Source: an optimization exercise on an open RTL-to-GDS flow (aim: small area). Production flows keep margins and buffers that such runs may drop.
Where RTL was checked, it was by simulation tests only, not by an equivalence proof against the original.
No activity file was given, so power comes from the tool's default toggle rates.

==> flow/design.v <==
module baud_rate_generator(
    input  clk,
    input  reset,
    output tick,
    output bc1
);
    reg [3:0] counter;
    assign bc1  = (counter == 4'd1);
    assign tick = counter[3] & counter[2] & counter[0];    
    always @(posedge clk)
        if (reset | tick) counter <= 4'd0;
        else              counter <= counter + 4'd1;
endmodule
module uart_copro_top(
    input  clk,
    input  reset,
    input  rx,
    output tx,
    input  [1:0] mode
);
    localparam [1:0] IDLE = 2'd0, START = 2'd1, DATA = 2'd2, STOP = 2'd3;
    wire tick, bc1;
    baud_rate_generator BAUD (.clk(clk), .reset(reset), .tick(tick), .bc1(bc1));
    reg [5:0] ph;
    always @(posedge clk) ph <= ph + 6'd1;
    wire ph63 = &ph;
    reg [1:0] rs;
    reg [3:0] rt;
    reg [6:0] w;         
    reg       rxb;       
    wire rt15 = &rt;
    wire rsample    = (rs == DATA) & tick & rt15;
    wire data_ready = (rs == STOP) & tick & rt15;
    wire [5:0] welem = w[6:1] ^ 6'h3C;    
    wire rwr = ((rs == STOP) | ((rs == DATA) & ~&w[2:0])) & (ph == welem);
    always @(posedge clk) begin
        case (rs)
            IDLE:  if (~rx) begin rs <= START; rt <= 4'd0; end
            START: if (tick) begin
                       if (rt == 4'd7) begin rs <= DATA; rt <= 4'd0; end
                       else rt <= rt + 4'd1;
                   end
            DATA:  if (tick) begin
                       if (rt15) begin
                           rt <= 4'd0;
                           if (w[2:0] == 3'd6) rs <= STOP;
                       end else rt <= rt + 4'd1;
                   end
            STOP:  if (tick) begin
                       if (rt15) rs <= IDLE;
                       else rt <= rt + 4'd1;
                   end
        endcase
        if (rsample) rxb <= rx;
        if (reset) begin
            rs <= IDLE;
            w  <= 7'h7F;
        end else if (rsample) begin
            w  <= w + 7'd1;
        end
    end
    reg cflag;
    wire trig = cflag & bc1;
    always @(posedge clk)
        cflag <= ~reset & ((data_ready & (&w)) | (cflag & ~bc1));
    reg [63:0] A0, A1, B0, B1, C0, C1;
    reg [3:0]  X0, X1;
    reg cpend, act, cy, fv1, fv2;
    reg [1:0] mL;
    wire a0 = A0[0], a1 = A1[0];
    wire b0 = B0[0] & fv1, b1 = B1[0] & fv1;
    wire c0 = C0[0] & fv2, c1 = C1[0] & fv2;
    wire s0 = a0 ^ b0 ^ cy;
    wire k0 = (a0 & b0) | (cy & (a0 ^ b0));
    wire s1 = a1 ^ b1 ^ k0;
    wire k1 = (a1 & b1) | (k0 & (a1 ^ b1));
    wire r0 = mL[0] ? a0 : mL[1] ? c0 : s0;
    wire r1 = mL[0] ? a1 : mL[1] ? c1 : s1;
    wire slot0 = (ph[5:2] == 4'd0);
    wire wra = act & ~slot0;     
    wire wrx = act & slot0;      
    always @(posedge clk) begin
        A0 <= {(rwr & ~w[0]) ? rxb : A0[0], A0[63:61], wra ? r0 : A0[60], A0[59:1]};
        A1 <= {(rwr &  w[0]) ? rxb : A1[0], A1[63:61], wra ? r1 : A1[60], A1[59:1]};
        X0 <= {wrx ? r0 : X0[0], X0[3:1]};
        X1 <= {wrx ? r1 : X1[0], X1[3:1]};
        B0 <= {act ? A0[0] : B0[0], B0[63:1]};
        B1 <= {act ? A1[0] : B1[0], B1[63:1]};
        C0 <= {act ? B0[0] : C0[0], C0[63:1]};
        C1 <= {act ? B1[0] : C1[0], C1[63:1]};
        cy <= act & k1;
        if (trig) mL <= mode;
        cpend <= ~reset & (trig | (cpend & ~ph63));
        act   <= ~reset & ((act & ~ph63) | (cpend & ph63));
        if (reset) begin
            fv1 <= 1'b0;
            fv2 <= 1'b0;
        end else if (act & ph63) begin
            fv1 <= 1'b1;
            fv2 <= fv1;
        end
    end
    reg [4:0] pd;
    reg [1:0] ts;
    reg [3:0] tt;
    reg [2:0] nb;
    reg [3:0] D0, D1;    
    wire tt15 = &tt;
    wire tx_done  = (ts == STOP) & tick & tt15;
    wire tx_start = (ts == IDLE) & ~(pd[4] & ~pd[0]) & ~trig;
    wire fetch = (ts == START) & (pd[4] | (ph[5:2] == pd[3:0]));
    always @(posedge clk) begin
        if (reset) begin pd[4] <= 1'b1; pd[0] <= 1'b0; end
        else if (trig) pd <= 5'd14;
        else if (tx_done) pd <= pd - 5'd1;
        D0 <= {fetch ? (pd[4] ? X0[0] : A0[0]) : D0[0], D0[3:1]};
        D1 <= {fetch ? (pd[4] ? X1[0] : A1[0]) : D1[0], D1[3:1]};
        case (ts)
            IDLE:  if (tx_start) begin ts <= START; tt <= 4'd0; end
            START: if (tick) begin
                       if (tt15) begin ts <= DATA; tt <= 4'd0; nb <= 3'd0; end
                       else tt <= tt + 4'd1;
                   end
            DATA:  if (tick) begin
                       if (tt15) begin
                           tt <= 4'd0;
                           if (&nb) ts <= STOP; else nb <= nb + 3'd1;
                       end else tt <= tt + 4'd1;
                   end
            STOP:  if (tick) begin
                       if (tt15) ts <= IDLE;
                       else tt <= tt + 4'd1;
                   end
        endcase
        if (reset) ts <= IDLE;
    end
    wire [1:0] dst = nb[2:1] - ph[1:0];
    wire [3:0] dsel = nb[0] ? D1 : D0;
    assign tx = (ts == DATA) ? dsel[dst] : (ts != START);
endmodule
clock: 10.0 ns
lec_check: 0
cap_margin: 20
core_margin: 2
core_utilization: 65
cts_buf_list: sky130_fd_sc_hd__clkbuf_8
cts_cluster_diameter: 60
cts_cluster_size: 16
slew_margin: 20
run.sh (not shown) runs the stock make flow with config.mk's settings and CLKGATE_MAP_FILE= SYNTH_SCRIPT=/design/flow/synth_recipe.tcl, a recipe that flattens the netlist after the stock synthesis.
==> next run, changes <==
--- a/flow/design.v
+++ b/flow/design.v
@@ -32,15 +32,15 @@
     wire rsample    = (rs == DATA) & tick & rt15;
     wire data_ready = (rs == STOP) & tick & rt15;
     wire [5:0] welem = w[6:1] ^ 6'h3C;    
     wire rwr = ((rs == STOP) | ((rs == DATA) & ~&w[2:0])) & (ph == welem);
     always @(posedge clk) begin
         case (rs)
-            IDLE:  if (~rx) begin rs <= START; rt <= 4'd0; end
+            IDLE:  if (~rx) begin rs <= START; rt <= 4'd8; end
             START: if (tick) begin
-                       if (rt == 4'd7) begin rs <= DATA; rt <= 4'd0; end
+                       if (rt15) begin rs <= DATA; rt <= 4'd0; end
                        else rt <= rt + 4'd1;
                    end
             DATA:  if (tick) begin
                        if (rt15) begin
                            rt <= 4'd0;
                            if (w[2:0] == 3'd6) rs <= STOP;
@@ -56,19 +56,24 @@
             rs <= IDLE;
             w  <= 7'h7F;
         end else if (rsample) begin
             w  <= w + 7'd1;
         end
     end
-    reg cflag;
-    wire trig = cflag & bc1;
-    always @(posedge clk)
-        cflag <= ~reset & ((data_ready & (&w)) | (cflag & ~bc1));
+    reg [1:0] sq;
+    wire trig  = (sq == 2'd1) & bc1;
+    wire cpend = (sq == 2'd3);
+    wire act   = (sq == 2'd2);
+    wire compl = data_ready & (&w);
+    always @(posedge clk) begin
+        sq[0] <= ~reset & ((~sq[1] & (sq[0] | compl)) | (sq[1] & sq[0] & ~ph63));
+        sq[1] <= ~reset & ((sq[0] & (sq[1] | bc1)) | (sq[1] & ~sq[0] & ~ph63));
+    end
     reg [63:0] A0, A1, B0, B1, C0, C1;
     reg [3:0]  X0, X1;
-    reg cpend, act, cy, fv1, fv2;
+    reg cy, fv1, fv2;
     reg [1:0] mL;
     wire a0 = A0[0], a1 = A1[0];
     wire b0 = B0[0] & fv1, b1 = B1[0] & fv1;
     wire c0 = C0[0] & fv2, c1 = C1[0] & fv2;
     wire s0 = a0 ^ b0 ^ cy;
     wire k0 = (a0 & b0) | (cy & (a0 ^ b0));
@@ -87,14 +92,12 @@
         B0 <= {act ? A0[0] : B0[0], B0[63:1]};
         B1 <= {act ? A1[0] : B1[0], B1[63:1]};
         C0 <= {act ? B0[0] : C0[0], C0[63:1]};
         C1 <= {act ? B1[0] : C1[0], C1[63:1]};
         cy <= act & k1;
         if (trig) mL <= mode;
-        cpend <= ~reset & (trig | (cpend & ~ph63));
-        act   <= ~reset & ((act & ~ph63) | (cpend & ph63));
         if (reset) begin
             fv1 <= 1'b0;
             fv2 <= 1'b0;
         end else if (act & ph63) begin
             fv1 <= 1'b1;
             fv2 <= fv1;
Effect: The new run completed without violations. First-iteration DRC count went up by 110%. Clock power rose by 8.1%. Sequential share of layout area falls by 0.80 points. Worst setup slack improves by 0.022 ns. Core utilization grows by 0.56 points. Power stays flat. Clock skew rose by 0.0089 ns. Worst hold slack improves by 0.0064 ns.
The RTL of the second run of this note was laid out without a check of its function.

[re-timing with driven ports]
No port has a modelled driver above. Below, the same layouts with a new extraction and two added sets of constraints.
Step 1 sets driving cells, clkbuf_16 on the clock port and buf_2 on the other inputs (assumed; they add their load-dependent delay and slew).
Step 2 times the ports against the registers' clock, not the clock port: input delays grow and output delays shrink by t, the midpoint of the rising clock arrivals with the driver on.
Three values: ideal, step 1, step 2; two values: the first two.
run	t (ns)	setup WS [ns]	latest minus earliest clock arrival (ns)	worst register clock-pin slew, ns	cell pins on the clock port's net
the first run	0.610	5.639 / 5.605 / 6.215	0.022 / 0.022	0.11 / 0.11	1
the second run	0.571	5.661 / 5.623 / 6.194	0.027 / 0.027	0.10 / 0.10	1
After both steps every run listed still meets setup and hold.
